Context: an optimization exercise on an open-source flow, tuned for small area, a short achievable clock period and few clock cycles per item. The choices shown serve that exercise and are no tape-out recipe.
Function was checked by simulation only, so behaviour that the tests miss may differ from the original.
No activity file was given, so power comes from the tool's default toggle rates.

==> flow/design.v <==
`default_nettype none `timescale 1ns / 1ns
module shift_add_multiplier #(
    parameter integer WIDTH = 16
) (
    input wire clk,
    input wire reset_n,
    input wire tvalid_slave_1,
    input signed [WIDTH-1:0] tdata_slave_1,
    output wire tready_slave_1,
    input wire tvalid_slave_2,
    input signed [WIDTH-1:0] tdata_slave_2,
    output wire tready_slave_2,
    output reg tvalid_master,
    output reg signed [WIDTH-1:0] tdata_master,
    input wire tready_master
);
  reg held_1;
  reg held_2;
  reg [WIDTH-1:0] factor_a;
  reg [7:0] b_neg;
  reg [7:0] b_one;
  reg [7:0] b_two;
  wire [16:0] b_in = {tdata_slave_2, 1'b0};
  wire [7:0] b_in_neg, b_in_one, b_in_two;
  genvar gk;
  generate
    for (gk = 0; gk < 8; gk = gk + 1) begin : g_enc
      assign b_in_neg[gk] = b_in[2*gk+2];
      assign b_in_one[gk] = b_in[2*gk+1] ^ b_in[2*gk];
      assign b_in_two[gk] = (b_in[2*gk+2] & ~b_in[2*gk+1] & ~b_in[2*gk]) | (~b_in[2*gk+2] & b_in[2*gk+1] & b_in[2*gk]);
    end
  endgenerate
  wire [WIDTH-1:0] product;
  reg mid_valid_1;
  reg pipe_s167;
  reg pipe_s194;
  reg pipe_s195;
  reg pipe_s171;
  reg pipe_s196;
  reg pipe_s197;
  reg pipe_s198;
  reg pipe_s175;
  reg pipe_s199;
  reg pipe_s179;
  reg pipe_s200;
  reg pipe_s201;
  reg pipe_s183;
  reg pipe_s202;
  reg pipe_s203;
  reg pipe_s217;
  reg pipe_s216;
  reg pipe_s218;
  reg pipe_g243;
  reg pipe_p244;
  reg pipe_G262;
  reg pipe_P263;
  reg pipe_G260;
  reg pipe_P261;
  reg pipe_G274;
  reg pipe_P275;
  reg pipe_G272;
  reg pipe_P273;
  reg pipe_p240;
  reg pipe_G286;
  reg pipe_p242;
  reg pipe_x336;
  reg pipe_s204;
  reg pipe_pp1;
  reg pipe_p230;
  reg pipe_r312;
  reg pipe_r313;
  reg pipe_r314;
  reg pipe_r315;
  wire room_1 = ~mid_valid_1 | ~tvalid_master;
  wire room_2 = ~tvalid_master;
  wire advance_1 = held_1 & held_2 & (room_1 | tready_master);
  wire advance_2 = mid_valid_1 & (room_2 | tready_master);
  wire input_transaction_1 = tvalid_slave_1 & tready_slave_1;
  wire input_transaction_2 = tvalid_slave_2 & tready_slave_2;
  sam_rdy u_rdy_1 (.held(held_1), .other(held_2), .room(room_1), .tready_master(tready_master), .tready(tready_slave_1));
  sam_rdy u_rdy_2 (.held(held_2), .other(held_1), .room(room_1), .tready_master(tready_master), .tready(tready_slave_2));
  always @(posedge clk) begin
    if (input_transaction_1) factor_a <= tdata_slave_1;
    if (input_transaction_2) begin
      b_neg <= b_in_neg;
      b_one <= b_in_one;
      b_two <= b_in_two;
    end
    if (advance_1) begin
      pipe_s167 <= s167;
      pipe_s194 <= s194;
      pipe_s195 <= s195;
      pipe_s171 <= s171;
      pipe_s196 <= s196;
      pipe_s197 <= s197;
      pipe_s198 <= s198;
      pipe_s175 <= s175;
      pipe_s199 <= s199;
      pipe_s179 <= s179;
      pipe_s200 <= s200;
      pipe_s201 <= s201;
      pipe_s183 <= s183;
      pipe_s202 <= s202;
      pipe_s203 <= s203;
      pipe_s217 <= s217;
      pipe_s216 <= s216;
      pipe_s218 <= s218;
      pipe_g243 <= g243;
      pipe_p244 <= p244;
      pipe_G262 <= G262;
      pipe_P263 <= P263;
      pipe_G260 <= G260;
      pipe_P261 <= P261;
      pipe_G274 <= G274;
      pipe_P275 <= P275;
      pipe_G272 <= G272;
      pipe_P273 <= P273;
      pipe_p240 <= p240;
      pipe_G286 <= G286;
      pipe_p242 <= p242;
      pipe_x336 <= x336;
      pipe_s204 <= s204;
      pipe_pp1 <= pp1;
      pipe_p230 <= p230;
      pipe_r312 <= r312;
      pipe_r313 <= r313;
      pipe_r314 <= r314;
      pipe_r315 <= r315;
    end
    if (advance_2) tdata_master <= product;
    if (!reset_n) begin
      held_1 <= 1'b0;
      held_2 <= 1'b0;
      mid_valid_1 <= 1'b0;
      tvalid_master <= 1'b0;
    end else begin
      held_1 <= input_transaction_1 | (held_1 & ~advance_1);
      held_2 <= input_transaction_2 | (held_2 & ~advance_1);
      mid_valid_1 <= advance_1 | (mid_valid_1 & ~advance_2);
      tvalid_master <= advance_2 | (tvalid_master & ~tready_master);
    end
  end
  wire [15:0] a = factor_a;
  wire pp1 = b_one[0] & a[0];
  wire pc2 = b_neg[0] & ~pp1;
  wire m3;
  sam_ao22 u_m3 (.x1(a[1]), .x2(a[0]), .one(b_one[0]), .two(b_two[0]), .m(m3));
  wire pp4;
  sam_x2 u_pp4 (.a(m3), .b(b_neg[0]), .y(pp4));
  wire m5;
  sam_ao22 u_m5 (.x1(a[2]), .x2(a[1]), .one(b_one[0]), .two(b_two[0]), .m(m5));
  wire pp6;
  sam_x2 u_pp6 (.a(m5), .b(b_neg[0]), .y(pp6));
  wire m7;
  sam_ao22 u_m7 (.x1(a[3]), .x2(a[2]), .one(b_one[0]), .two(b_two[0]), .m(m7));
  wire pp8;
  sam_x2 u_pp8 (.a(m7), .b(b_neg[0]), .y(pp8));
  wire m9;
  sam_ao22 u_m9 (.x1(a[4]), .x2(a[3]), .one(b_one[0]), .two(b_two[0]), .m(m9));
  wire pp10;
  sam_x2 u_pp10 (.a(m9), .b(b_neg[0]), .y(pp10));
  wire m11;
  sam_ao22 u_m11 (.x1(a[5]), .x2(a[4]), .one(b_one[0]), .two(b_two[0]), .m(m11));
  wire pp12;
  sam_x2 u_pp12 (.a(m11), .b(b_neg[0]), .y(pp12));
  wire m13;
  sam_ao22 u_m13 (.x1(a[6]), .x2(a[5]), .one(b_one[0]), .two(b_two[0]), .m(m13));
  wire pp14;
  sam_x2 u_pp14 (.a(m13), .b(b_neg[0]), .y(pp14));
  wire m15;
  sam_ao22 u_m15 (.x1(a[7]), .x2(a[6]), .one(b_one[0]), .two(b_two[0]), .m(m15));
  wire pp16;
  sam_x2 u_pp16 (.a(m15), .b(b_neg[0]), .y(pp16));
  wire m17;
  sam_ao22 u_m17 (.x1(a[8]), .x2(a[7]), .one(b_one[0]), .two(b_two[0]), .m(m17));
  wire pp18;
  sam_x2 u_pp18 (.a(m17), .b(b_neg[0]), .y(pp18));
  wire m19;
  sam_ao22 u_m19 (.x1(a[9]), .x2(a[8]), .one(b_one[0]), .two(b_two[0]), .m(m19));
  wire pp20;
  sam_x2 u_pp20 (.a(m19), .b(b_neg[0]), .y(pp20));
  wire m21;
  sam_ao22 u_m21 (.x1(a[10]), .x2(a[9]), .one(b_one[0]), .two(b_two[0]), .m(m21));
  wire pp22;
  sam_x2 u_pp22 (.a(m21), .b(b_neg[0]), .y(pp22));
  wire m23;
  sam_ao22 u_m23 (.x1(a[11]), .x2(a[10]), .one(b_one[0]), .two(b_two[0]), .m(m23));
  wire pp24;
  sam_x2 u_pp24 (.a(m23), .b(b_neg[0]), .y(pp24));
  wire m25;
  sam_ao22 u_m25 (.x1(a[12]), .x2(a[11]), .one(b_one[0]), .two(b_two[0]), .m(m25));
  wire pp26;
  sam_x2 u_pp26 (.a(m25), .b(b_neg[0]), .y(pp26));
  wire m27;
  sam_ao22 u_m27 (.x1(a[13]), .x2(a[12]), .one(b_one[0]), .two(b_two[0]), .m(m27));
  wire pp28;
  sam_x2 u_pp28 (.a(m27), .b(b_neg[0]), .y(pp28));
  wire m29;
  sam_ao22 u_m29 (.x1(a[14]), .x2(a[13]), .one(b_one[0]), .two(b_two[0]), .m(m29));
  wire pp30;
  sam_x2 u_pp30 (.a(m29), .b(b_neg[0]), .y(pp30));
  wire m31;
  sam_ao22 u_m31 (.x1(a[15]), .x2(a[14]), .one(b_one[0]), .two(b_two[0]), .m(m31));
  wire pp32;
  sam_x2 u_pp32 (.a(m31), .b(b_neg[0]), .y(pp32));
  wire pp33 = b_one[1] & a[0];
  wire pc34 = b_neg[1] & ~pp33;
  wire m35;
  sam_ao22 u_m35 (.x1(a[1]), .x2(a[0]), .one(b_one[1]), .two(b_two[1]), .m(m35));
  wire pp36;
  sam_x2 u_pp36 (.a(m35), .b(b_neg[1]), .y(pp36));
  wire m37;
  sam_ao22 u_m37 (.x1(a[2]), .x2(a[1]), .one(b_one[1]), .two(b_two[1]), .m(m37));
  wire pp38;
  sam_x2 u_pp38 (.a(m37), .b(b_neg[1]), .y(pp38));
  wire m39;
  sam_ao22 u_m39 (.x1(a[3]), .x2(a[2]), .one(b_one[1]), .two(b_two[1]), .m(m39));
  wire pp40;
  sam_x2 u_pp40 (.a(m39), .b(b_neg[1]), .y(pp40));
  wire m41;
  sam_ao22 u_m41 (.x1(a[4]), .x2(a[3]), .one(b_one[1]), .two(b_two[1]), .m(m41));
  wire pp42;
  sam_x2 u_pp42 (.a(m41), .b(b_neg[1]), .y(pp42));
  wire m43;
  sam_ao22 u_m43 (.x1(a[5]), .x2(a[4]), .one(b_one[1]), .two(b_two[1]), .m(m43));
  wire pp44;
  sam_x2 u_pp44 (.a(m43), .b(b_neg[1]), .y(pp44));
  wire m45;
  sam_ao22 u_m45 (.x1(a[6]), .x2(a[5]), .one(b_one[1]), .two(b_two[1]), .m(m45));
  wire pp46;
  sam_x2 u_pp46 (.a(m45), .b(b_neg[1]), .y(pp46));
  wire m47;
  sam_ao22 u_m47 (.x1(a[7]), .x2(a[6]), .one(b_one[1]), .two(b_two[1]), .m(m47));
  wire pp48;
  sam_x2 u_pp48 (.a(m47), .b(b_neg[1]), .y(pp48));
  wire m49;
  sam_ao22 u_m49 (.x1(a[8]), .x2(a[7]), .one(b_one[1]), .two(b_two[1]), .m(m49));
  wire pp50;
  sam_x2 u_pp50 (.a(m49), .b(b_neg[1]), .y(pp50));
  wire m51;
  sam_ao22 u_m51 (.x1(a[9]), .x2(a[8]), .one(b_one[1]), .two(b_two[1]), .m(m51));
  wire pp52;
  sam_x2 u_pp52 (.a(m51), .b(b_neg[1]), .y(pp52));
  wire m53;
  sam_ao22 u_m53 (.x1(a[10]), .x2(a[9]), .one(b_one[1]), .two(b_two[1]), .m(m53));
  wire pp54;
  sam_x2 u_pp54 (.a(m53), .b(b_neg[1]), .y(pp54));
  wire m55;
  sam_ao22 u_m55 (.x1(a[11]), .x2(a[10]), .one(b_one[1]), .two(b_two[1]), .m(m55));
  wire pp56;
  sam_x2 u_pp56 (.a(m55), .b(b_neg[1]), .y(pp56));
  wire m57;
  sam_ao22 u_m57 (.x1(a[12]), .x2(a[11]), .one(b_one[1]), .two(b_two[1]), .m(m57));
  wire pp58;
  sam_x2 u_pp58 (.a(m57), .b(b_neg[1]), .y(pp58));
  wire m59;
  sam_ao22 u_m59 (.x1(a[13]), .x2(a[12]), .one(b_one[1]), .two(b_two[1]), .m(m59));
  wire pp60;
  sam_x2 u_pp60 (.a(m59), .b(b_neg[1]), .y(pp60));
  wire pp61 = b_one[2] & a[0];
  wire pc62 = b_neg[2] & ~pp61;
  wire m63;
  sam_ao22 u_m63 (.x1(a[1]), .x2(a[0]), .one(b_one[2]), .two(b_two[2]), .m(m63));
  wire pp64;
  sam_x2 u_pp64 (.a(m63), .b(b_neg[2]), .y(pp64));
  wire m65;
  sam_ao22 u_m65 (.x1(a[2]), .x2(a[1]), .one(b_one[2]), .two(b_two[2]), .m(m65));
  wire pp66;
  sam_x2 u_pp66 (.a(m65), .b(b_neg[2]), .y(pp66));
  wire m67;
  sam_ao22 u_m67 (.x1(a[3]), .x2(a[2]), .one(b_one[2]), .two(b_two[2]), .m(m67));
  wire pp68;
  sam_x2 u_pp68 (.a(m67), .b(b_neg[2]), .y(pp68));
  wire m69;
  sam_ao22 u_m69 (.x1(a[4]), .x2(a[3]), .one(b_one[2]), .two(b_two[2]), .m(m69));
  wire pp70;
  sam_x2 u_pp70 (.a(m69), .b(b_neg[2]), .y(pp70));
  wire m71;
  sam_ao22 u_m71 (.x1(a[5]), .x2(a[4]), .one(b_one[2]), .two(b_two[2]), .m(m71));
  wire pp72;
  sam_x2 u_pp72 (.a(m71), .b(b_neg[2]), .y(pp72));
  wire m73;
  sam_ao22 u_m73 (.x1(a[6]), .x2(a[5]), .one(b_one[2]), .two(b_two[2]), .m(m73));
  wire pp74;
  sam_x2 u_pp74 (.a(m73), .b(b_neg[2]), .y(pp74));
  wire m75;
  sam_ao22 u_m75 (.x1(a[7]), .x2(a[6]), .one(b_one[2]), .two(b_two[2]), .m(m75));
  wire pp76;
  sam_x2 u_pp76 (.a(m75), .b(b_neg[2]), .y(pp76));
  wire m77;
  sam_ao22 u_m77 (.x1(a[8]), .x2(a[7]), .one(b_one[2]), .two(b_two[2]), .m(m77));
  wire pp78;
  sam_x2 u_pp78 (.a(m77), .b(b_neg[2]), .y(pp78));
  wire m79;
  sam_ao22 u_m79 (.x1(a[9]), .x2(a[8]), .one(b_one[2]), .two(b_two[2]), .m(m79));
  wire pp80;
  sam_x2 u_pp80 (.a(m79), .b(b_neg[2]), .y(pp80));
  wire m81;
  sam_ao22 u_m81 (.x1(a[10]), .x2(a[9]), .one(b_one[2]), .two(b_two[2]), .m(m81));
  wire pp82;
  sam_x2 u_pp82 (.a(m81), .b(b_neg[2]), .y(pp82));
  wire m83;
  sam_ao22 u_m83 (.x1(a[11]), .x2(a[10]), .one(b_one[2]), .two(b_two[2]), .m(m83));
  wire pp84;
  sam_x2 u_pp84 (.a(m83), .b(b_neg[2]), .y(pp84));
  wire pp85 = b_one[3] & a[0];
  wire pc86 = b_neg[3] & ~pp85;
  wire m87;
  sam_ao22 u_m87 (.x1(a[1]), .x2(a[0]), .one(b_one[3]), .two(b_two[3]), .m(m87));
  wire pp88;
  sam_x2 u_pp88 (.a(m87), .b(b_neg[3]), .y(pp88));
  wire m89;
  sam_ao22 u_m89 (.x1(a[2]), .x2(a[1]), .one(b_one[3]), .two(b_two[3]), .m(m89));
  wire pp90;
  sam_x2 u_pp90 (.a(m89), .b(b_neg[3]), .y(pp90));
  wire m91;
  sam_ao22 u_m91 (.x1(a[3]), .x2(a[2]), .one(b_one[3]), .two(b_two[3]), .m(m91));
  wire pp92;
  sam_x2 u_pp92 (.a(m91), .b(b_neg[3]), .y(pp92));
  wire m93;
  sam_ao22 u_m93 (.x1(a[4]), .x2(a[3]), .one(b_one[3]), .two(b_two[3]), .m(m93));
  wire pp94;
  sam_x2 u_pp94 (.a(m93), .b(b_neg[3]), .y(pp94));
  wire m95;
  sam_ao22 u_m95 (.x1(a[5]), .x2(a[4]), .one(b_one[3]), .two(b_two[3]), .m(m95));
  wire pp96;
  sam_x2 u_pp96 (.a(m95), .b(b_neg[3]), .y(pp96));
  wire m97;
  sam_ao22 u_m97 (.x1(a[6]), .x2(a[5]), .one(b_one[3]), .two(b_two[3]), .m(m97));
  wire pp98;
  sam_x2 u_pp98 (.a(m97), .b(b_neg[3]), .y(pp98));
  wire m99;
  sam_ao22 u_m99 (.x1(a[7]), .x2(a[6]), .one(b_one[3]), .two(b_two[3]), .m(m99));
  wire pp100;
  sam_x2 u_pp100 (.a(m99), .b(b_neg[3]), .y(pp100));
  wire m101;
  sam_ao22 u_m101 (.x1(a[8]), .x2(a[7]), .one(b_one[3]), .two(b_two[3]), .m(m101));
  wire pp102;
  sam_x2 u_pp102 (.a(m101), .b(b_neg[3]), .y(pp102));
  wire m103;
  sam_ao22 u_m103 (.x1(a[9]), .x2(a[8]), .one(b_one[3]), .two(b_two[3]), .m(m103));
  wire pp104;
  sam_x2 u_pp104 (.a(m103), .b(b_neg[3]), .y(pp104));
  wire pp105 = b_one[4] & a[0];
  wire pc106 = b_neg[4] & ~pp105;
  wire m107;
  sam_ao22 u_m107 (.x1(a[1]), .x2(a[0]), .one(b_one[4]), .two(b_two[4]), .m(m107));
  wire pp108;
  sam_x2 u_pp108 (.a(m107), .b(b_neg[4]), .y(pp108));
  wire m109;
  sam_ao22 u_m109 (.x1(a[2]), .x2(a[1]), .one(b_one[4]), .two(b_two[4]), .m(m109));
  wire pp110;
  sam_x2 u_pp110 (.a(m109), .b(b_neg[4]), .y(pp110));
  wire m111;
  sam_ao22 u_m111 (.x1(a[3]), .x2(a[2]), .one(b_one[4]), .two(b_two[4]), .m(m111));
  wire pp112;
  sam_x2 u_pp112 (.a(m111), .b(b_neg[4]), .y(pp112));
  wire m113;
  sam_ao22 u_m113 (.x1(a[4]), .x2(a[3]), .one(b_one[4]), .two(b_two[4]), .m(m113));
  wire pp114;
  sam_x2 u_pp114 (.a(m113), .b(b_neg[4]), .y(pp114));
  wire m115;
  sam_ao22 u_m115 (.x1(a[5]), .x2(a[4]), .one(b_one[4]), .two(b_two[4]), .m(m115));
  wire pp116;
  sam_x2 u_pp116 (.a(m115), .b(b_neg[4]), .y(pp116));
  wire m117;
  sam_ao22 u_m117 (.x1(a[6]), .x2(a[5]), .one(b_one[4]), .two(b_two[4]), .m(m117));
  wire pp118;
  sam_x2 u_pp118 (.a(m117), .b(b_neg[4]), .y(pp118));
  wire m119;
  sam_ao22 u_m119 (.x1(a[7]), .x2(a[6]), .one(b_one[4]), .two(b_two[4]), .m(m119));
  wire pp120;
  sam_x2 u_pp120 (.a(m119), .b(b_neg[4]), .y(pp120));
  wire pp121 = b_one[5] & a[0];
  wire pc122 = b_neg[5] & ~pp121;
  wire m123;
  sam_ao22 u_m123 (.x1(a[1]), .x2(a[0]), .one(b_one[5]), .two(b_two[5]), .m(m123));
  wire pp124;
  sam_x2 u_pp124 (.a(m123), .b(b_neg[5]), .y(pp124));
  wire m125;
  sam_ao22 u_m125 (.x1(a[2]), .x2(a[1]), .one(b_one[5]), .two(b_two[5]), .m(m125));
  wire pp126;
  sam_x2 u_pp126 (.a(m125), .b(b_neg[5]), .y(pp126));
  wire m127;
  sam_ao22 u_m127 (.x1(a[3]), .x2(a[2]), .one(b_one[5]), .two(b_two[5]), .m(m127));
  wire pp128;
  sam_x2 u_pp128 (.a(m127), .b(b_neg[5]), .y(pp128));
  wire m129;
  sam_ao22 u_m129 (.x1(a[4]), .x2(a[3]), .one(b_one[5]), .two(b_two[5]), .m(m129));
  wire pp130;
  sam_x2 u_pp130 (.a(m129), .b(b_neg[5]), .y(pp130));
  wire m131;
  sam_ao22 u_m131 (.x1(a[5]), .x2(a[4]), .one(b_one[5]), .two(b_two[5]), .m(m131));
  wire pp132;
  sam_x2 u_pp132 (.a(m131), .b(b_neg[5]), .y(pp132));
  wire pp133 = b_one[6] & a[0];
  wire pc134 = b_neg[6] & ~pp133;
  wire m135;
  sam_ao22 u_m135 (.x1(a[1]), .x2(a[0]), .one(b_one[6]), .two(b_two[6]), .m(m135));
  wire pp136;
  sam_x2 u_pp136 (.a(m135), .b(b_neg[6]), .y(pp136));
  wire m137;
  sam_ao22 u_m137 (.x1(a[2]), .x2(a[1]), .one(b_one[6]), .two(b_two[6]), .m(m137));
  wire pp138;
  sam_x2 u_pp138 (.a(m137), .b(b_neg[6]), .y(pp138));
  wire m139;
  sam_ao22 u_m139 (.x1(a[3]), .x2(a[2]), .one(b_one[6]), .two(b_two[6]), .m(m139));
  wire pp140;
  sam_x2 u_pp140 (.a(m139), .b(b_neg[6]), .y(pp140));
  wire pp141 = b_one[7] & a[0];
  wire pc142 = b_neg[7] & ~pp141;
  wire m143;
  sam_ao22 u_m143 (.x1(a[1]), .x2(a[0]), .one(b_one[7]), .two(b_two[7]), .m(m143));
  wire pp144;
  sam_x2 u_pp144 (.a(m143), .b(b_neg[7]), .y(pp144));
  wire s145, s146;
  sam_ha u_s145 (.a(pc122), .b(pp24), .s(s145), .co(s146));
  wire s147, s148;
  sam_fa u_s147 (.a(pp133), .b(pp26), .c(pp54), .s(s147), .co(s148));
  wire s149, s150;
  sam_fa u_s149 (.a(pc134), .b(pp28), .c(pp56), .s(s149), .co(s150));
  wire s151, s152;
  sam_ha u_s151 (.a(pp80), .b(pp100), .s(s151), .co(s152));
  wire s153, s154;
  sam_fa u_s153 (.a(pp141), .b(pp30), .c(pp58), .s(s153), .co(s154));
  wire s155, s156;
  sam_fa u_s155 (.a(pp82), .b(pp102), .c(pp118), .s(s155), .co(s156));
  wire s157, s158;
  sam_ha u_s157 (.a(pc86), .b(pp16), .s(s157), .co(s158));
  wire s159, s160;
  sam_fa u_s159 (.a(pp105), .b(pp18), .c(pp46), .s(s159), .co(s160));
  wire s161, s162;
  sam_fa u_s161 (.a(pc106), .b(pp20), .c(pp48), .s(s161), .co(s162));
  wire s163, s164;
  sam_ha u_s163 (.a(pp72), .b(pp92), .s(s163), .co(s164));
  wire s165, s166;
  sam_fa u_s165 (.a(pp121), .b(pp22), .c(pp50), .s(s165), .co(s166));
  wire s167, s168;
  sam_fa u_s167 (.a(pp74), .b(pp94), .c(pp110), .s(s167), .co(s168));
  wire s169, s170;
  sam_fa u_s169 (.a(pp52), .b(pp76), .c(pp96), .s(s169), .co(s170));
  wire s171, s172;
  sam_fa u_s171 (.a(pp112), .b(pp124), .c(s145), .s(s171), .co(s172));
  wire s173, s174;
  sam_fa u_s173 (.a(pp78), .b(pp98), .c(pp114), .s(s173), .co(s174));
  wire s175, s176;
  sam_fa u_s175 (.a(pp126), .b(s146), .c(s147), .s(s175), .co(s176));
  wire s177, s178;
  sam_fa u_s177 (.a(pp116), .b(pp128), .c(pp136), .s(s177), .co(s178));
  wire s179, s180;
  sam_fa u_s179 (.a(s151), .b(s148), .c(s149), .s(s179), .co(s180));
  wire s181, s182;
  sam_fa u_s181 (.a(pp130), .b(pp138), .c(s152), .s(s181), .co(s182));
  wire s183, s184;
  sam_fa u_s183 (.a(s150), .b(s153), .c(s155), .s(s183), .co(s184));
  wire s185, s186;
  sam_ha u_s185 (.a(pc62), .b(pp12), .s(s185), .co(s186));
  wire s187, s188;
  sam_fa u_s187 (.a(pp85), .b(pp14), .c(pp42), .s(s187), .co(s188));
  wire s189, s190;
  sam_fa u_s189 (.a(pp44), .b(pp68), .c(pp88), .s(s189), .co(s190));
  wire s191, s192;
  sam_fa u_s191 (.a(pp70), .b(pp90), .c(s158), .s(s191), .co(s192));
  wire s193, s194;
  sam_fa u_s193 (.a(pp108), .b(s163), .c(s160), .s(s193), .co(s194));
  wire s195, s196;
  sam_fa u_s195 (.a(s164), .b(s162), .c(s165), .s(s195), .co(s196));
  wire s197, s198;
  sam_fa u_s197 (.a(s166), .b(s168), .c(s169), .s(s197), .co(s198));
  wire s199, s200;
  sam_fa u_s199 (.a(s170), .b(s173), .c(s172), .s(s199), .co(s200));
  wire s201, s202;
  sam_fa u_s201 (.a(s174), .b(s177), .c(s176), .s(s201), .co(s202));
  wire s203, s204;
  sam_fa u_s203 (.a(s178), .b(s181), .c(s180), .s(s203), .co(s204));
  wire s205, s206;
  sam_ha u_s205 (.a(pc34), .b(pp8), .s(s205), .co(s206));
  wire s207, s208;
  sam_fa u_s207 (.a(pp61), .b(pp10), .c(pp38), .s(s207), .co(s208));
  wire s209, s210;
  sam_fa u_s209 (.a(pp40), .b(pp64), .c(s185), .s(s209), .co(s210));
  wire s211, s212;
  sam_fa u_s211 (.a(pp66), .b(s186), .c(s187), .s(s211), .co(s212));
  wire s213, s214;
  sam_fa u_s213 (.a(s157), .b(s188), .c(s189), .s(s213), .co(s214));
  wire s215, s216;
  sam_fa u_s215 (.a(s190), .b(s159), .c(s191), .s(s215), .co(s216));
  wire s217, s218;
  sam_fa u_s217 (.a(s161), .b(s192), .c(s193), .s(s217), .co(s218));
  wire s219, s220;
  sam_fa u_s219 (.a(pipe_s167), .b(pipe_s194), .c(pipe_s195), .s(s219), .co(s220));
  wire s221, s222;
  sam_fa u_s221 (.a(pipe_s171), .b(pipe_s196), .c(pipe_s197), .s(s221), .co(s222));
  wire s223, s224;
  sam_fa u_s223 (.a(pipe_s198), .b(pipe_s175), .c(pipe_s199), .s(s223), .co(s224));
  wire s225, s226;
  sam_fa u_s225 (.a(pipe_s179), .b(pipe_s200), .c(pipe_s201), .s(s225), .co(s226));
  wire s227, s228;
  sam_fa u_s227 (.a(pipe_s183), .b(pipe_s202), .c(pipe_s203), .s(s227), .co(s228));
  wire g229 = pc2 & pp4;
  wire p230 = pc2 ^ pp4;
  wire g231 = pp33 & pp6;
  wire p232 = pp33 ^ pp6;
  wire g233 = pp36 & s205;
  wire p234 = pp36 ^ s205;
  wire g235 = s207 & s206;
  wire p236 = s207 ^ s206;
  wire g237 = s209 & s208;
  wire p238 = s209 ^ s208;
  wire g239 = s211 & s210;
  wire p240 = s211 ^ s210;
  wire g241 = s213 & s212;
  wire p242 = s213 ^ s212;
  wire g243 = s215 & s214;
  wire p244 = s215 ^ s214;
  wire g245 = pipe_s217 & pipe_s216;
  wire p246 = pipe_s217 ^ pipe_s216;
  wire g247 = s219 & pipe_s218;
  wire p248 = s219 ^ pipe_s218;
  wire g249 = s221 & s220;
  wire p250 = s221 ^ s220;
  wire g251 = s223 & s222;
  wire p252 = s223 ^ s222;
  wire g253 = s225 & s224;
  wire p254 = s225 ^ s224;
  wire g255 = s227 & s226;
  wire p256 = s227 ^ s226;
  wire P257 = p230 & pp1;
  wire G258 = g233 | (p234 & g231);
  wire P259 = p234 & p232;
  wire G260 = g237 | (p238 & g235);
  wire P261 = p238 & p236;
  wire G262 = g241 | (p242 & g239);
  wire P263 = p242 & p240;
  wire G264 = g245 | (p246 & pipe_g243);
  wire P265 = p246 & pipe_p244;
  wire G266 = g249 | (p250 & g247);
  wire P267 = p250 & p248;
  wire G268 = g253 | (p254 & g251);
  wire P269 = p254 & p252;
  wire G270 = g231 | (p232 & g229);
  wire P271 = p232 & P257;
  wire G272 = G258 | (P259 & g229);
  wire P273 = P259 & P257;
  wire G274 = g239 | (p240 & G260);
  wire P275 = p240 & P261;
  wire G276 = pipe_G262 | (pipe_P263 & pipe_G260);
  wire P277 = pipe_P263 & pipe_P261;
  wire G278 = g247 | (p248 & G264);
  wire P279 = p248 & P265;
  wire G280 = G266 | (P267 & G264);
  wire P281 = P267 & P265;
  wire G282 = g255 | (p256 & G268);
  wire P283 = p256 & P269;
  wire G284 = g235 | (p236 & G272);
  wire P285 = p236 & P273;
  wire G286 = G260 | (P261 & G272);
  wire P287 = P261 & P273;
  wire G288 = pipe_G274 | (pipe_P275 & pipe_G272);
  wire P289 = pipe_P275 & pipe_P273;
  wire G290 = G276 | (P277 & pipe_G272);
  wire P291 = P277 & pipe_P273;
  wire G292 = g251 | (p252 & G280);
  wire P293 = p252 & P281;
  wire G294 = G268 | (P269 & G280);
  wire P295 = P269 & P281;
  wire G296 = G282 | (P283 & G280);
  wire P297 = P283 & P281;
  wire G298 = pipe_g243 | (pipe_p244 & G290);
  wire P299 = pipe_p244 & P291;
  wire G300 = G264 | (P265 & G290);
  wire P301 = P265 & P291;
  wire G302 = G278 | (P279 & G290);
  wire P303 = P279 & P291;
  wire G304 = G280 | (P281 & G290);
  wire P305 = P281 & P291;
  wire G306 = G292 | (P293 & G290);
  wire P307 = P293 & P291;
  wire G308 = G294 | (P295 & G290);
  wire P309 = P295 & P291;
  wire G310 = G296 | (P297 & G290);
  wire P311 = P297 & P291;
  wire r312 = p232 ^ g229;
  wire r313 = p234 ^ G270;
  wire r314 = p236 ^ G272;
  wire r315 = p238 ^ G284;
  wire r316 = pipe_p240 ^ pipe_G286;
  wire r317 = pipe_p242 ^ G288;
  wire r318 = pipe_p244 ^ G290;
  wire r319 = p246 ^ G298;
  wire r320 = p248 ^ G300;
  wire r321 = p250 ^ G302;
  wire r322 = p252 ^ G304;
  wire r323 = p254 ^ G306;
  wire r324 = p256 ^ G308;
  wire x325;
  sam_x2 u_x325 (.a(pc142), .b(pp104), .y(x325));
  wire x326;
  sam_x2 u_x326 (.a(pp120), .b(pp132), .y(x326));
  wire x327;
  sam_x2 u_x327 (.a(pp140), .b(pp144), .y(x327));
  wire x328;
  sam_x2 u_x328 (.a(pp32), .b(pp60), .y(x328));
  wire x329;
  sam_x2 u_x329 (.a(pp84), .b(x325), .y(x329));
  wire x330;
  sam_x2 u_x330 (.a(x326), .b(x327), .y(x330));
  wire x331;
  sam_x2 u_x331 (.a(x328), .b(s154), .y(x331));
  wire x332;
  sam_x2 u_x332 (.a(s156), .b(x329), .y(x332));
  wire x333;
  sam_x2 u_x333 (.a(x330), .b(x331), .y(x333));
  wire x334;
  sam_x2 u_x334 (.a(x332), .b(s182), .y(x334));
  wire x335;
  sam_x2 u_x335 (.a(x333), .b(x334), .y(x335));
  wire x336;
  sam_x2 u_x336 (.a(s184), .b(x335), .y(x336));
  wire x337;
  sam_x2 u_x337 (.a(pipe_x336), .b(pipe_s204), .y(x337));
  wire x338;
  sam_x2 u_x338 (.a(x337), .b(s228), .y(x338));
  wire x339;
  sam_x2 u_x339 (.a(x338), .b(G310), .y(x339));
  assign product = {x339, r324, r323, r322, r321, r320, r319, r318, r317, r316, pipe_r315, pipe_r314, pipe_r313, pipe_r312, pipe_p230, pipe_pp1};
endmodule
module sam_rdy (
    input wire held,
    input wire other,
    input wire room,
    input wire tready_master,
    output wire tready
);
  assign tready = ~held | (other & (room | tready_master));
endmodule
module sam_fa (
    input wire a,
    input wire b,
    input wire c,
    output wire s,
    output wire co
);
  assign s  = a ^ b ^ c;
  assign co = (a & b) | (a & c) | (b & c);
endmodule
module sam_ha (
    input wire a,
    input wire b,
    output wire s,
    output wire co
);
  assign s  = a ^ b;
  assign co = a & b;
endmodule
module sam_x2 (
    input wire a,
    input wire b,
    output wire y
);
  assign y = a ^ b;
endmodule
module sam_ao22 (
    input wire x1,
    input wire x2,
    input wire one,
    input wire two,
    output wire m
);
  assign m = (one & x1) | (two & x2);
endmodule
module sam_bsel (
    input wire x1,
    input wire x2,
    input wire one,
    input wire two,
    input wire neg,
    output wire pp
);
  assign pp = ((one & x1) | (two & x2)) ^ neg;
endmodule
==> flow/flow/run.sh <==
#!/bin/bash
# The standard layout (standard.sh), with the port buffers that global
# placement inserts made from the smallest buffer cell instead of the default.
set -euo pipefail
export BUFFER_PORTS_ARGS="-buffer_cell sky130_fd_sc_hd__buf_1"
bash standard.sh > standard.log 2>&1
==> flow/standard.sh <==
#!/bin/bash
# synth_recipe.tcl (not shown) runs the flow's synth.tcl, then flattens the netlist and writes it again
# the make line also repeats each setting of config.mk as NAME=value (left out here)
make -C /OpenROAD-flow-scripts/flow DESIGN_CONFIG=/design/flow/config.mk WORK_HOME=/design/flow/orfs CLKGATE_MAP_FILE= SYNTH_SCRIPT=/design/flow/synth_recipe.tcl "${@:-finish}"
==> flow/config.mk <==
export PLATFORM = sky130hd
export DESIGN_NAME = shift_add_multiplier
export DESIGN_NICKNAME = shift_add_multiplier
export VERILOG_FILES = /design/flow/design.v
export SDC_FILE = /design/flow/constraint.sdc
export NUM_CORES = 4
export LEC_CHECK = 0
export CAP_MARGIN = 0
export CORE_MARGIN = 2
export CORE_UTILIZATION = 40
export CTS_BUF_LIST = sky130_fd_sc_hd__clkbuf_8
export GPL_TIMING_DRIVEN = 0
export SETUP_SLACK_MARGIN = 2.2
export SLEW_MARGIN = 0
export SYNTH_HIERARCHICAL = 1
==> flow/constraint.sdc <==
create_clock -name core_clock -period 5.0 [get_ports {clk}]
set_input_delay 1.0000 -clock core_clock [delete_from_list [all_inputs] [get_ports {clk}]]
set_output_delay 1.0000 -clock core_clock [all_outputs]
set_load 0.01 [all_outputs]
==> results.yml, run 1 <==
layout:
  area_growth_syn_to_layout_pct: 16.1
  fin_area_um2: 6840
  final_core_util: 0.473
  final_cell_mix: "edfxtp_1, xor2_1, a22o_1"
  final_common_cell: "edfxtp_1"
  stdcell_count: 707
  num_antenna_cells: 0
  fill_cells: 1294
  drive_gt1_frac: 0.117
  final_nets: 614
outcome:
  status: "complete, no violations"
route:
  drc: 0
  drtAntennaViolNets: 0
  routed_wl_mm: 10.8
  route.met2.wl_mm: 5.22
  vias_per_cell: 5.11
  drt_iter0_drc: 163
  vias: 3612
  wl_met1_mm: 4.92
  wire_per_inst_um: 15.3
  wl_met3_um: 378
  top_signal_layer_used: "met4"
  first_pass_iters: 4
floorplanning:
  core_area_um2: 14500
  start_util: 0.407
  rows: 44
  ios: 56
  die_w_um: 125
  die-area_um2: 15700
  die_y_um: 125
timing:
  tightest_slew_ns: 1.10
  post-route-period-util: 0.551
  timing.fmax_mhz: 363
  fin_crit_ns: 2.75
  drv_slew: 0
  hold_viol_final: 0
  setup_tns_ns: 0
  finalSetupViolCount: 0
  fin_skew_ns: 0.00945
  max_slew_margin: 0.266
  grt_setup_unrepaired: "no"
  hold_slack_ns: 0.426
  fin_ws_ns: 2.25
setup_path:
  crit_type: "reg -> reg"
  critPathTopFamily: "adder cells"
  crit_path_cell_trace: "a22o_1 > xor2_1 > fa_1 > fa_1 > ha_1 > and3_1"
  crit_path_top_delay_cell: "edfxtp_1"
  required_ns: 5.14
  rr_startpoint: "b_two[1]$_DFFE_PP_"
  crit_fanout: 10
  slowest_delay_ns: 0.57
  crit_top_cell: "fa_1"
  crit_buf_inv: 0
  worstPathArrival_ns: 2.90
  startpoint: "b_two[1]$_DFFE_PP_"
  start_kind: "register"
  endpoint_kind: "register"
clocking:
  cts_resized: 0
  cts_root_buf: "clkbuf_8"
  htreeDepth: 3
  clk_pin_slew_ns: 0.09
  cts_buffers: 9
  ctsLongestPathBuffers: 2
  worstSkewPairLatency_ns: 0.38
  cts_tree: "yes"
  clkSinkCount: 98
placement:
  dpl_cell_area_um2: 6330
  port_buffers: 55
  dp.cells: 649
  dp_slack_ns: 2.10
  gp_congestion: 0.811
  dp_hpwl_mm: 7.71
power:
  p_leak_nw: 2.64
  peakVddDrop_mv: 0.152
  total_power_mw: 2.41
  power.density_nw_per_um2: 353
grt:
  grt_max_degree: 39
  grt_pass1_vias: 3591
  grt_usage: 0.144
  overflow: 0
  grt_pass1_wl_mm: 17.8
  antenna_found_initial: 0
synth:
  syn_nets: 506
  synthesis.area_um2: 5890
  synth-seq-area-share: 0.493
  yosysWarnings: 7
  syn_inst: 410
  ys_seq_elements: 98
  yosys.area.top_type: "edfxtp_1"
  yosysTopAreaCellShare: 0.479
  syn-mean-instance-area_um2: 14.4
  synth.area.top_cells: "edfxtp_1, xor2_1, fa_1, a22o_1, ha_1"
  synth.distinct_cells: 31
hold_path:
  min_from: "pipe_pp1$_DFFE_PP_"
  holdCritPathClass: "reg -> reg"
run:
  drv_cap: 0
==> cell families after synthesis <==
| kind of cell | synth area share |
|---|---|
| adder cells (fa/ha/maj) | 0.174 |
| AO/OA/AOI/OAI | 0.137 |
| flip-flops | 0.493 |
| XOR/XNOR | 0.141 |
| buffers and inverters | 0.00382 |
| AND/OR/NAND/NOR | 0.0516 |
==> Yosys stat by module, one instance, submodules excluded <==
module | copies in the design | cell area, um^2 | flip-flops and latches
shift_add_multiplier | 1 | 3830 | 98
sam_fa | 36 | 20.0 | 0
sam_ha | 6 | 12.5 | 0
sam_x2 | 79 | 8.76 | 0
sam_ao22 | 64 | 8.76 | 0
sam_rdy | 2 | 8.76 | 0
==> power by group <==
part,switching [mW],internal [mW]
sequential,0.0492,1.05
clock,0.272,0.229
combinational,0.423,0.388
==> path summary, 6_finish.rpt <==
kind,slack (ns),cells past startpoint,to
worst min-delay path,0.43,0,tdata_master[0]$_DFFE_PP_
worst min register to register,0.43,0,tdata_master[0]$_DFFE_PP_
worst max-delay path,2.25,6,pipe_P275$_DFFE_PP_
worst max register to register,2.25,6,pipe_P275$_DFFE_PP_
==> layout make-up <==
type	instances	area, um^2	area share
clock inverters	7	70.1	0.0102
well taps	184	230	0.0337
clock buffers	9	124	0.0181
flip-flops and latches	98	2900	0.424
repair buffers	97	522	0.0763
multi-input cells	306	2970	0.434
inverters	6	22.5	0.00329
==> metal layers <==
metal,GRT usage,up-vias
met5,0,-
met4,0.0791,0
met3,0.0257,25
met2,0.230,82
met1,0.188,1755
li1,-,1750
==> worst register-to-register path: stages (launching register included) <==
cell and delay [ns]:
edfxtp_1 0.57, a22o_1 0.29, xor2_1 0.21, fa_1 0.46
fa_1 0.45, ha_1 0.34, and3_1 0.19
==> timing repair <==
| action | 4_1_cts | 5_1_grt |
|---|---|---|
| setup buffers | 22 | 20 |
| pin swaps | 0 | 0 |
| endpoints found under the setup margin | 7 | 7 |
| hold buffers | 0 | 0 |
==> Yosys cell counts <==
| cell | number |
|---|---|
| o21bai_1 | 2 |
| a31oi_1 | 2 |
| a21o_2 | 1 |
| inv_1 | 6 |
| o21ai_0 | 8 |
| a211oi_1 | 1 |
| nand2b_1 | 7 |
| a211oi_2 | 1 |
| dfxtp_1 | 4 |
| fa_1 | 38 |
| nor2b_1 | 12 |
| a22o_1 | 64 |
| o211ai_1 | 3 |
| nand3_1 | 1 |
| a211o_1 | 1 |
| a21boi_0 | 2 |
| xor2_1 | 90 |
| o21a_1 | 2 |
| nor3_1 | 1 |
| nand3b_1 | 8 |
| nor2_1 | 4 |
| a21o_1 | 6 |
| a21oi_1 | 6 |
| and2_2 | 1 |
| xnor2_1 | 5 |
| edfxtp_1 | 94 |
| o21ai_1 | 3 |
| ha_1 | 21 |
| nand2_1 | 3 |
| and3_1 | 1 |
| and2_1 | 12 |
==> registers in the layout, summed over array words and instances, names as in the netlist, 8 cells and up <==
| name | flops |
|---|---|
| factor_a | 16 |
| tdata_master | 16 |
| b_neg | 8 |
| b_one | 8 |
| b_two | 8 |
Testbench counts, summed over its fixed seeds: cycles 1,224, items 1,200.
==> run 2, diff against run 1 <==
--- a/flow/config.mk
+++ b/flow/config.mk
@@ -10,6 +10,6 @@
 export CORE_UTILIZATION = 40
 export CTS_BUF_LIST = sky130_fd_sc_hd__clkbuf_8
 export GPL_TIMING_DRIVEN = 0
-export SETUP_SLACK_MARGIN = 2.2
+export SETUP_SLACK_MARGIN = 2.4
 export SLEW_MARGIN = 0
 export SYNTH_HIERARCHICAL = 1
==> run 2 against run 1 <==
  * Still clean on timing, DRC and antenna
  * Routed wire length rose by 4.8%
  * Non-clock buffer count increased by 13
  * Clock skew up 0.00089 ns
  * First-iteration DRC count shrank 4.3%
  * Setup slack gained 0.11 ns
  * Clock-buffer cell count unchanged
  * Largest power group unchanged
==> results.yml, run 2 <==
placement:
  port_buffers: 55
  dp_hpwl_mm: 7.73
  dpl_cell_area_um2: 6330
  gp_congestion: 0.803
synth:
  synthTopCellsByCount: "edfxtp_1, xor2_1, a22o_1, fa_1, ha_1"
  yosysTopAreaCellShare: 0.479
  synth_edf_count: 94
  ys_seq_elements: 98
  synthesis.area_um2: 5890
  syn_inst: 410
  synth.distinct_cells: 31
  synth-seq-area-share: 0.493
  yosys.area.top_type: "edfxtp_1"
  synth.most_common_cell: "edfxtp_1"
  syn-mean-instance-area_um2: 14.4
  synth.area.top_cells: "edfxtp_1, xor2_1, fa_1, a22o_1, ha_1"
  synthArstFlopShare: 0
  ys.flop_type: "edfxtp_1"
  yosysWarnings: 7
  syn_nets: 506
run:
  drv_cap: 0
layout:
  final_nets: 627
  final_common_cell: "edfxtp_1"
  area_growth_syn_to_layout_pct: 21.3
  biggestRegsByFlops: "factor_a: 16 flops, tdata_master: 16 flops"
  final_cell_mix: "edfxtp_1, xor2_1, a22o_1"
  fin_area_um2: 7150
  drive_gt1_frac: 0.181
  num_antenna_cells: 0
timing:
  grt_setup_unrepaired: "yes"
  max_slew_margin: 0.244
  fin_skew_ns: 0.0103
  timing.fmax_mhz: 379
  finalSetupViolCount: 0
  hold_viol_final: 0
  post-route-period-util: 0.528
  tightest_slew_ns: 1.13
  setup_tns_ns: 0
  drv_slew: 0
  fin_crit_ns: 2.64
clocking:
  worstSkewPairLatency_ns: 0.38
  ctsLongestPathBuffers: 2
  clk_pin_slew_ns: 0.10
  cts_root_buf: "clkbuf_8"
  clkSinkCount: 98
  cts_buffers: 9
  htreeDepth: 3
  cts_tree: "yes"
grt:
  grt_pass1_vias: 3718
  grt_usage: 0.151
  grt_max_degree: 39
  antenna_found_initial: 0
  grt_pass1_wl_mm: 18.6
  overflow: 0
floorplanning:
  die-area_um2: 15700
  start_util: 0.407
  die_w_um: 125
  rows: 44
  die_y_um: 125
  ios: 56
  core_area_um2: 14500
setup_path:
  endpoint_kind: "register"
  r2r_end: "pipe_G262$_DFFE_PP_"
  required_ns: 5.15
  worstPathArrival_ns: 2.79
  rr_worst_depth: 7
  crit_fanout: 3
  start_kind: "register"
  r2r_setup_slack_ns: 2.36
  rr_startpoint: "b_one[1]$_DFFE_PP_"
  crit_type: "reg -> reg"
route:
  wire_per_inst_um: 15.8
  first_pass_iters: 4
  drt_iter0_drc: 156
  vias: 3638
  routed_wl_mm: 11.4
  drc: 0
  vias_per_cell: 5.05
  drtAntennaViolNets: 0
hold_path:
  holdPathStages: 0
  min_from: "pipe_r314$_DFFE_PP_"
  holdCritPathClass: "reg -> reg"
  min_to: "tdata_master[4]$_DFFE_PP_"
power:
  power.density_nw_per_um2: 361
  p_leak_nw: 2.75
  p_clk_frac: 0.217
  p_sw_mw: 0.781
  p_int_mw: 1.80
  p_seq_frac: 0.425
  peakVddDrop_mv: 0.182
  swShare: 0.303
  p_comb_frac: 0.358
outcome:
  status: "complete, no violations"
==> run 2: metrics by stage <==
stage / hold slack (ns) / cells / setup WS [ns] / power [mW] / utilization
2_1_floorplan: 0.400 / 410 / 2.38 / 1.69 / -
3_3_place_gp: 0.403 / 649 / 2.16 / 1.89 / 0.437
3_5_place_dp: 0.406 / 649 / 2.08 / 1.90 / 0.437
4_1_cts: 0.428 / 716 / 2.37 / 2.57 / 0.486
5_1_grt: 0.434 / 720 / 2.30 / 2.76 / 0.494
6_report: 0.425 / 720 / 2.36 / 2.58 / 0.494
==> run 2: metal layers <==
layer	GRT usage	wire length [um]
met3	0.0278	482
met4	0.0758	304
met1	0.196	4960
met5	0	0
met2	0.243	5630
==> run 2: Yosys stat by module, one instance, submodules excluded <==
module,flip-flops and latches,cells inside,times used
sam_ha,0,1,6
sam_rdy,0,2,2
sam_ao22,0,1,64
sam_fa,0,1,36
sam_x2,0,1,79
shift_add_multiplier,98,221,1
==> run 2: timing repair <==
action	in CTS	in global routing
hold buffers	0	0
pin swaps	4	7
endpoints found under the setup margin	19	19
buffers inserted	51	4
resized for setup	11	15
==> run 2: worst max-delay path, stage by stage, from the launching register on <==
cell,delay [ns]
edfxtp_1,0.42
buf_4,0.16
a22o_1,0.23
xor2_1,0.20
fa_1,0.49
fa_1,0.54
ha_4,0.21
a21o_1,0.15
==> run 2: how the worst max path moves through the flow <==
stage / start / endpoint / cells after the start
2_1_floorplan: b_one[0]$_DFFE_PP_ / pipe_P275$_DFFE_PP_ / 6
3_3_place_gp: tready_master / pipe_x336$_DFFE_PP_ / 4
4_1_cts: b_one[3]$_DFFE_PP_ / pipe_G262$_DFFE_PP_ / 6
6_report: b_one[1]$_DFFE_PP_ / pipe_G262$_DFFE_PP_ / 7
5_1_grt: b_two[0]$_DFFE_PP_ / pipe_s217$_DFFE_PP_ / 7
3_5_place_dp: tready_master / pipe_s204$_DFFE_PP_ / 4
==> run 2: cell families (layout without fill, tap and decap cells) <==
kind of cell	after synthesis	in the layout	share of synthesized area
AOI/OAI and AO/OA	102	102	0.137
xor gates and xnor gates	95	95	0.141
adders and majority gates	59	59	0.174
buffers and inverters	6	132	0.00382
DFF	98	98	0.493
and+or+nand+nor	50	50	0.0516
==> run 2: final cells by class <==
| type | instances | area (um^2) |
|---|---|---|
| Fill cell | 1286 | 7330 |
| Multi-Input combinational cell | 306 | 3110 |
| Sequential cell | 98 | 2900 |
| Timing Repair Buffer | 110 | 662 |
| Tap cell | 184 | 230 |
| Clock buffer | 9 | 124 |
| Clock inverter | 7 | 93.8 |
| Inverter | 6 | 22.5 |
==> run 2: power groups by stage <==
stage               clock (mW)  combinational [mW]  sequential [mW]
floorplan                    0               0.567             1.13
global placement             0               0.736             1.15
detailed placement           0               0.754             1.15
CTS                      0.577               0.897             1.10
global route             0.608                1.05             1.10
finish                   0.558               0.923             1.10
==> run 3, diff against run 2 <==
--- a/flow/design.v
+++ b/flow/design.v
@@ -32,6 +32,15 @@
   endgenerate
   wire [WIDTH-1:0] product;
   reg mid_valid_1;
+  reg pipe_s174;
+  reg pipe_s177;
+  reg pipe_s176;
+  reg pipe_s178;
+  reg pipe_s181;
+  reg pipe_s180;
+  reg pipe_s161;
+  reg pipe_s192;
+  reg pipe_s193;
   reg pipe_s167;
   reg pipe_s194;
   reg pipe_s195;
@@ -43,28 +52,19 @@
   reg pipe_s199;
   reg pipe_s179;
   reg pipe_s200;
-  reg pipe_s201;
   reg pipe_s183;
-  reg pipe_s202;
-  reg pipe_s203;
-  reg pipe_s217;
+  reg pipe_s215;
+  reg pipe_s214;
   reg pipe_s216;
-  reg pipe_s218;
-  reg pipe_g243;
-  reg pipe_p244;
-  reg pipe_G262;
-  reg pipe_P263;
+  reg pipe_g241;
+  reg pipe_p242;
+  reg pipe_g239;
+  reg pipe_p240;
   reg pipe_G260;
   reg pipe_P261;
-  reg pipe_G274;
-  reg pipe_P275;
   reg pipe_G272;
   reg pipe_P273;
-  reg pipe_p240;
-  reg pipe_G286;
-  reg pipe_p242;
   reg pipe_x336;
-  reg pipe_s204;
   reg pipe_pp1;
   reg pipe_p230;
   reg pipe_r312;
@@ -87,6 +87,15 @@
       b_two <= b_in_two;
     end
     if (advance_1) begin
+      pipe_s174 <= s174;
+      pipe_s177 <= s177;
+      pipe_s176 <= s176;
+      pipe_s178 <= s178;
+      pipe_s181 <= s181;
+      pipe_s180 <= s180;
+      pipe_s161 <= s161;
+      pipe_s192 <= s192;
+      pipe_s193 <= s193;
       pipe_s167 <= s167;
       pipe_s194 <= s194;
       pipe_s195 <= s195;
@@ -98,28 +107,19 @@
       pipe_s199 <= s199;
       pipe_s179 <= s179;
       pipe_s200 <= s200;
-      pipe_s201 <= s201;
       pipe_s183 <= s183;
-      pipe_s202 <= s202;
-      pipe_s203 <= s203;
-      pipe_s217 <= s217;
+      pipe_s215 <= s215;
+      pipe_s214 <= s214;
       pipe_s216 <= s216;
-      pipe_s218 <= s218;
-      pipe_g243 <= g243;
-      pipe_p244 <= p244;
-      pipe_G262 <= G262;
-      pipe_P263 <= P263;
+      pipe_g241 <= g241;
+      pipe_p242 <= p242;
+      pipe_g239 <= g239;
+      pipe_p240 <= p240;
       pipe_G260 <= G260;
       pipe_P261 <= P261;
-      pipe_G274 <= G274;
-      pipe_P275 <= P275;
       pipe_G272 <= G272;
       pipe_P273 <= P273;
-      pipe_p240 <= p240;
-      pipe_G286 <= G286;
-      pipe_p242 <= p242;
       pipe_x336 <= x336;
-      pipe_s204 <= s204;
       pipe_pp1 <= pp1;
       pipe_p230 <= p230;
       pipe_r312 <= r312;
@@ -470,9 +470,9 @@
   wire s199, s200;
   sam_fa u_s199 (.a(s170), .b(s173), .c(s172), .s(s199), .co(s200));
   wire s201, s202;
-  sam_fa u_s201 (.a(s174), .b(s177), .c(s176), .s(s201), .co(s202));
+  sam_fa u_s201 (.a(pipe_s174), .b(pipe_s177), .c(pipe_s176), .s(s201), .co(s202));
   wire s203, s204;
-  sam_fa u_s203 (.a(s178), .b(s181), .c(s180), .s(s203), .co(s204));
+  sam_fa u_s203 (.a(pipe_s178), .b(pipe_s181), .c(pipe_s180), .s(s203), .co(s204));
   wire s205, s206;
   sam_ha u_s205 (.a(pc34), .b(pp8), .s(s205), .co(s206));
   wire s207, s208;
@@ -486,7 +486,7 @@
   wire s215, s216;
   sam_fa u_s215 (.a(s190), .b(s159), .c(s191), .s(s215), .co(s216));
   wire s217, s218;
-  sam_fa u_s217 (.a(s161), .b(s192), .c(s193), .s(s217), .co(s218));
+  sam_fa u_s217 (.a(pipe_s161), .b(pipe_s192), .c(pipe_s193), .s(s217), .co(s218));
   wire s219, s220;
   sam_fa u_s219 (.a(pipe_s167), .b(pipe_s194), .c(pipe_s195), .s(s219), .co(s220));
   wire s221, s222;
@@ -494,9 +494,9 @@
   wire s223, s224;
   sam_fa u_s223 (.a(pipe_s198), .b(pipe_s175), .c(pipe_s199), .s(s223), .co(s224));
   wire s225, s226;
-  sam_fa u_s225 (.a(pipe_s179), .b(pipe_s200), .c(pipe_s201), .s(s225), .co(s226));
+  sam_fa u_s225 (.a(pipe_s179), .b(pipe_s200), .c(s201), .s(s225), .co(s226));
   wire s227, s228;
-  sam_fa u_s227 (.a(pipe_s183), .b(pipe_s202), .c(pipe_s203), .s(s227), .co(s228));
+  sam_fa u_s227 (.a(pipe_s183), .b(s202), .c(s203), .s(s227), .co(s228));
   wire g229 = pc2 & pp4;
   wire p230 = pc2 ^ pp4;
   wire g231 = pp33 & pp6;
@@ -511,12 +511,12 @@
   wire p240 = s211 ^ s210;
   wire g241 = s213 & s212;
   wire p242 = s213 ^ s212;
-  wire g243 = s215 & s214;
-  wire p244 = s215 ^ s214;
-  wire g245 = pipe_s217 & pipe_s216;
-  wire p246 = pipe_s217 ^ pipe_s216;
-  wire g247 = s219 & pipe_s218;
-  wire p248 = s219 ^ pipe_s218;
+  wire g243 = pipe_s215 & pipe_s214;
+  wire p244 = pipe_s215 ^ pipe_s214;
+  wire g245 = s217 & pipe_s216;
+  wire p246 = s217 ^ pipe_s216;
+  wire g247 = s219 & s218;
+  wire p248 = s219 ^ s218;
   wire g249 = s221 & s220;
   wire p250 = s221 ^ s220;
   wire g251 = s223 & s222;
@@ -530,10 +530,10 @@
   wire P259 = p234 & p232;
   wire G260 = g237 | (p238 & g235);
   wire P261 = p238 & p236;
-  wire G262 = g241 | (p242 & g239);
-  wire P263 = p242 & p240;
-  wire G264 = g245 | (p246 & pipe_g243);
-  wire P265 = p246 & pipe_p244;
+  wire G262 = pipe_g241 | (pipe_p242 & pipe_g239);
+  wire P263 = pipe_p242 & pipe_p240;
+  wire G264 = g245 | (p246 & g243);
+  wire P265 = p246 & p244;
   wire G266 = g249 | (p250 & g247);
   wire P267 = p250 & p248;
   wire G268 = g253 | (p254 & g251);
@@ -542,10 +542,10 @@
   wire P271 = p232 & P257;
   wire G272 = G258 | (P259 & g229);
   wire P273 = P259 & P257;
-  wire G274 = g239 | (p240 & G260);
-  wire P275 = p240 & P261;
-  wire G276 = pipe_G262 | (pipe_P263 & pipe_G260);
-  wire P277 = pipe_P263 & pipe_P261;
+  wire G274 = pipe_g239 | (pipe_p240 & pipe_G260);
+  wire P275 = pipe_p240 & pipe_P261;
+  wire G276 = G262 | (P263 & pipe_G260);
+  wire P277 = P263 & pipe_P261;
   wire G278 = g247 | (p248 & G264);
   wire P279 = p248 & P265;
   wire G280 = G266 | (P267 & G264);
@@ -554,10 +554,10 @@
   wire P283 = p256 & P269;
   wire G284 = g235 | (p236 & G272);
   wire P285 = p236 & P273;
-  wire G286 = G260 | (P261 & G272);
-  wire P287 = P261 & P273;
-  wire G288 = pipe_G274 | (pipe_P275 & pipe_G272);
-  wire P289 = pipe_P275 & pipe_P273;
+  wire G286 = pipe_G260 | (pipe_P261 & pipe_G272);
+  wire P287 = pipe_P261 & pipe_P273;
+  wire G288 = G274 | (P275 & pipe_G272);
+  wire P289 = P275 & pipe_P273;
   wire G290 = G276 | (P277 & pipe_G272);
   wire P291 = P277 & pipe_P273;
   wire G292 = g251 | (p252 & G280);
@@ -566,8 +566,8 @@
   wire P295 = P269 & P281;
   wire G296 = G282 | (P283 & G280);
   wire P297 = P283 & P281;
-  wire G298 = pipe_g243 | (pipe_p244 & G290);
-  wire P299 = pipe_p244 & P291;
+  wire G298 = g243 | (p244 & G290);
+  wire P299 = p244 & P291;
   wire G300 = G264 | (P265 & G290);
   wire P301 = P265 & P291;
   wire G302 = G278 | (P279 & G290);
@@ -584,9 +584,9 @@
   wire r313 = p234 ^ G270;
   wire r314 = p236 ^ G272;
   wire r315 = p238 ^ G284;
-  wire r316 = pipe_p240 ^ pipe_G286;
+  wire r316 = pipe_p240 ^ G286;
   wire r317 = pipe_p242 ^ G288;
-  wire r318 = pipe_p244 ^ G290;
+  wire r318 = p244 ^ G290;
   wire r319 = p246 ^ G298;
   wire r320 = p248 ^ G300;
   wire r321 = p250 ^ G302;
@@ -618,7 +618,7 @@
   wire x336;
   sam_x2 u_x336 (.a(s184), .b(x335), .y(x336));
   wire x337;
-  sam_x2 u_x337 (.a(pipe_x336), .b(pipe_s204), .y(x337));
+  sam_x2 u_x337 (.a(pipe_x336), .b(s204), .y(x337));
   wire x338;
   sam_x2 u_x338 (.a(x337), .b(s228), .y(x338));
   wire x339;
--- a/flow/config.mk
+++ b/flow/config.mk
@@ -10,6 +10,6 @@
 export CORE_UTILIZATION = 40
 export CTS_BUF_LIST = sky130_fd_sc_hd__clkbuf_8
 export GPL_TIMING_DRIVEN = 0
-export SETUP_SLACK_MARGIN = 2.4
+export SETUP_SLACK_MARGIN = 2.3
 export SLEW_MARGIN = 0
 export SYNTH_HIERARCHICAL = 1
==> run 3 against run 2 <==
  * Worst hold slack about the same
  * Global-route usage decreased by 0.71 points
  * Sequential power about the same
  * Clock skew decreased by 0.0017 ns
  * Design area decreased by 5.7%
  * Highest routed layer unchanged
==> results.yml, run 3 <==
outcome:
  status: "complete, no violations"
route:
  drt_iter0_drc: 203
  vias: 3511
  first_pass_iters: 4
  wire_per_inst_um: 15.8
  vias_per_cell: 5.10
  drtAntennaViolNets: 0
  drc: 0
  routed_wl_mm: 10.9
grt:
  grtUsageMet3: 0.0261
  busiest_layer: "met2"
  grtUsageMet2: 0.223
  grt_max_degree: 39
  grt_pass1_wl_mm: 17.7
  grt_usage: 0.144
  overflow: 0
  antenna_found_initial: 0
  grt.met1_usage: 0.193
  grt_pass1_vias: 3461
setup_path:
  r2r_end: "pipe_p240$_DFFE_PP_"
  rr_worst_depth: 6
  start_kind: "register"
  worstPathArrival_ns: 2.74
  rr_startpoint: "b_one[0]$_DFFE_PP_"
  endpoint_kind: "register"
  crit_type: "reg -> reg"
  required_ns: 5.13
  crit_fanout: 12
  r2r_setup_slack_ns: 2.39
layout:
  fill_cells: 1316
  num_antenna_cells: 0
  final_common_cell: "edfxtp_1"
  regArea_um2: 2900
  drive_gt1_frac: 0.0950
  biggestRegsByFlops: "factor_a: 16 flops, tdata_master: 16 flops"
  final_nets: 596
  final_cell_mix: "edfxtp_1, xor2_1, a22o_1"
  multi_input_area_um2: 3020
  area_growth_syn_to_layout_pct: 14.8
floorplanning:
  rows: 44
  start_util: 0.407
  die_w_um: 125
  die_y_um: 125
  core_area_um2: 14400
  ios: 56
  die-area_um2: 15700
synth:
  synth.area.top_cells: "edfxtp_1, xor2_1, fa_1, a22o_1, ha_1"
  synth.most_common_cell: "edfxtp_1"
  synthTopCellsByCount: "edfxtp_1, xor2_1, a22o_1, fa_1, ha_1"
  syn-mean-instance-area_um2: 14.4
  synthArstFlopShare: 0
  yosysWarnings: 7
  syn_nets: 504
  syn_inst: 408
  ys.flop_type: "edfxtp_1"
  synth-seq-area-share: 0.494
  yosys.area.top_type: "edfxtp_1"
  synth_edf_count: 94
  yosysTopAreaCellShare: 0.480
  synthesis.area_um2: 5880
  synth.distinct_cells: 31
  ys_seq_elements: 98
clocking:
  ctsLongestPathBuffers: 2
  cts_tree: "yes"
  clk_pin_slew_ns: 0.09
  clkSinkCount: 98
  cts_root_buf: "clkbuf_8"
  worstSkewPairLatency_ns: 0.37
  cts_buffers: 9
  htreeDepth: 3
timing:
  grt_setup_unrepaired: "yes"
  hold_viol_final: 0
  max_slew_margin: 0.247
  setup_tns_ns: 0
  fin_crit_ns: 2.61
  tightest_slew_ns: 1.13
  fin_ws_ns: 2.39
  timing.fmax_mhz: 383
  post-route-period-util: 0.522
  finalSetupViolCount: 0
  drv_slew: 0
  fin_skew_ns: 0.00867
power:
  total_power_mw: 2.26
  power.density_nw_per_um2: 336
  p_leak_nw: 2.56
  peakVddDrop_mv: 0.144
hold_path:
  holdPathStages: 0
  holdCritPathClass: "reg -> reg"
  min_from: "pipe_r314$_DFFE_PP_"
  min_to: "tdata_master[4]$_DFFE_PP_"
placement:
  gp_congestion: 0.796
  dp_hpwl_mm: 7.72
  port_buffers: 55
  dp_slack_ns: 2.07
run:
  drv_cap: 0
run 3: cell count changes after synthesis, moves of 3 or more:
cell | before | now
nor2_1 | 4 | 7
nand2_1 | 3 | 7
inv_1 | 6 | 1
o211ai_1 | 3 | 0
xnor2_1 | 5 | 2
run 3: stage by stage:
stage	hold WS, ns	util	std cells	instance area, um^2
after global routing	0.432	0.467	689	6740
final	0.425	0.467	689	6740
after global placement	0.404	0.438	647	6310
after detailed placement	0.406	0.438	647	6310
after CTS	0.427	0.455	673	6560
after floorplan	0.400	-	408	5880
run 3: cells by family after synthesis:
family          Yosys count  share of synthesized area
compound gates           94                      0.128
buf+inv                   1                   0.000638
fa+ha+maj                59                      0.175
simple gates             62                     0.0615
flops                    98                      0.494
xor+xnor                 94                      0.140
run 3: critical path: stages, from the launching register on:
cell and delay, ns:
edfxtp_1 0.46, buf_4 0.22, a22o_1 0.25, xor2_1 0.23, fa_1 0.48, fa_1 0.44
ha_1 0.28
run 3: routing by layer:
layer,share of wire,wire length [um],up-vias
met1,0.46,4950,1696
li1,-,-,1709
met3,0.045,492,18
met4,0.024,257,0
met5,0,0,-
met2,0.48,5170,88
run 3: final cells by class:
class                           instances  area share
Multi-Input combinational cell        309       0.447
Tap cell                              184      0.0341
Timing Repair Buffer                   81      0.0633
Inverter                                1    0.000557
Clock buffer                            9      0.0184
Clock inverter                          7     0.00575
Sequential cell                        98       0.431
run 3: worst max path at each step:
stage	slack, ns	from	to	cells after the start
floorplan	2.47	pipe_s174$_DFFE_PP_	tdata_master[15]$_DFFE_PP_	7
finish	2.39	b_one[0]$_DFFE_PP_	pipe_p240$_DFFE_PP_	6
global route	2.29	pipe_s193$_DFFE_PP_	tdata_master[13]$_DFFE_PP_	7
detailed placement	2.07	tready_master	pipe_x336$_DFFE_PP_	5
CTS	2.31	b_neg[0]$_DFFE_PP_	pipe_r315$_DFFE_PP_	6
global placement	2.20	tready_master	pipe_x336$_DFFE_PP_	5
run 3: where the power goes:
group | switching, mW | leakage, nW | internal (mW)
clock | 0.261 | 0.0914 | 0.175
combinational | 0.377 | 1.55 | 0.350
sequential | 0.0642 | 0.912 | 1.04
run 3: repair_timing:
| item | 4_1_cts | 5_1_grt |
|---|---|---|
| resized for setup | 1 | 6 |
| endpoints found under the hold margin | 0 | 0 |
| setup endpoints to repair | 2 | 4 |
| buffers inserted | 10 | 15 |
| cloned | 0 | 0 |
| pin swaps | 0 | 6 |
| hold buffers | 0 | 0 |
run 3: per-module statistics from Yosys, one instance, submodules excluded:
module | flops+latches | area (um^2)
sam_ha | 0 | 12.5
sam_x2 | 0 | 8.76
sam_rdy | 0 | 8.76
shift_add_multiplier | 98 | 3810
sam_fa | 0 | 20.0
sam_ao22 | 0 | 8.76
Testbench counts of run 3, summed over its fixed seeds: cycles 1,224, items 1,200.

afterwards: timing with drivers on the ports:
How much do the figures lean on ideal ports? The routed layouts below were timed once more, with nothing changed but the port constraints.
Step 1 assumes that a clkbuf_16 drives the clock port and a buf_2 every other input.
Step 2 moves the port delays by t, midway between the first and last clock arrival at a register: inputs arrive t later, outputs are due t later. That takes back most of the time a late clock gives input paths.
a / b / c = ideal / step 1 / step 2; a / b = the first two.
run	t, ns	slack for setup (ns)	hold WS [ns]	clock arrival spread, ns	cell pins on the clock port's net
run 1	0.406	2.247 / 2.247 / 2.247	0.426 / 0.426 / 0.426	0.009 / 0.010	1
run 2	0.408	2.361 / 2.361 / 2.361	0.425 / 0.425 / 0.425	0.012 / 0.012	1
run 3	0.402	2.391 / 2.391 / 2.391	0.425 / 0.425 / 0.425	0.009 / 0.009	1
After both steps setup and hold are still met in every run listed.
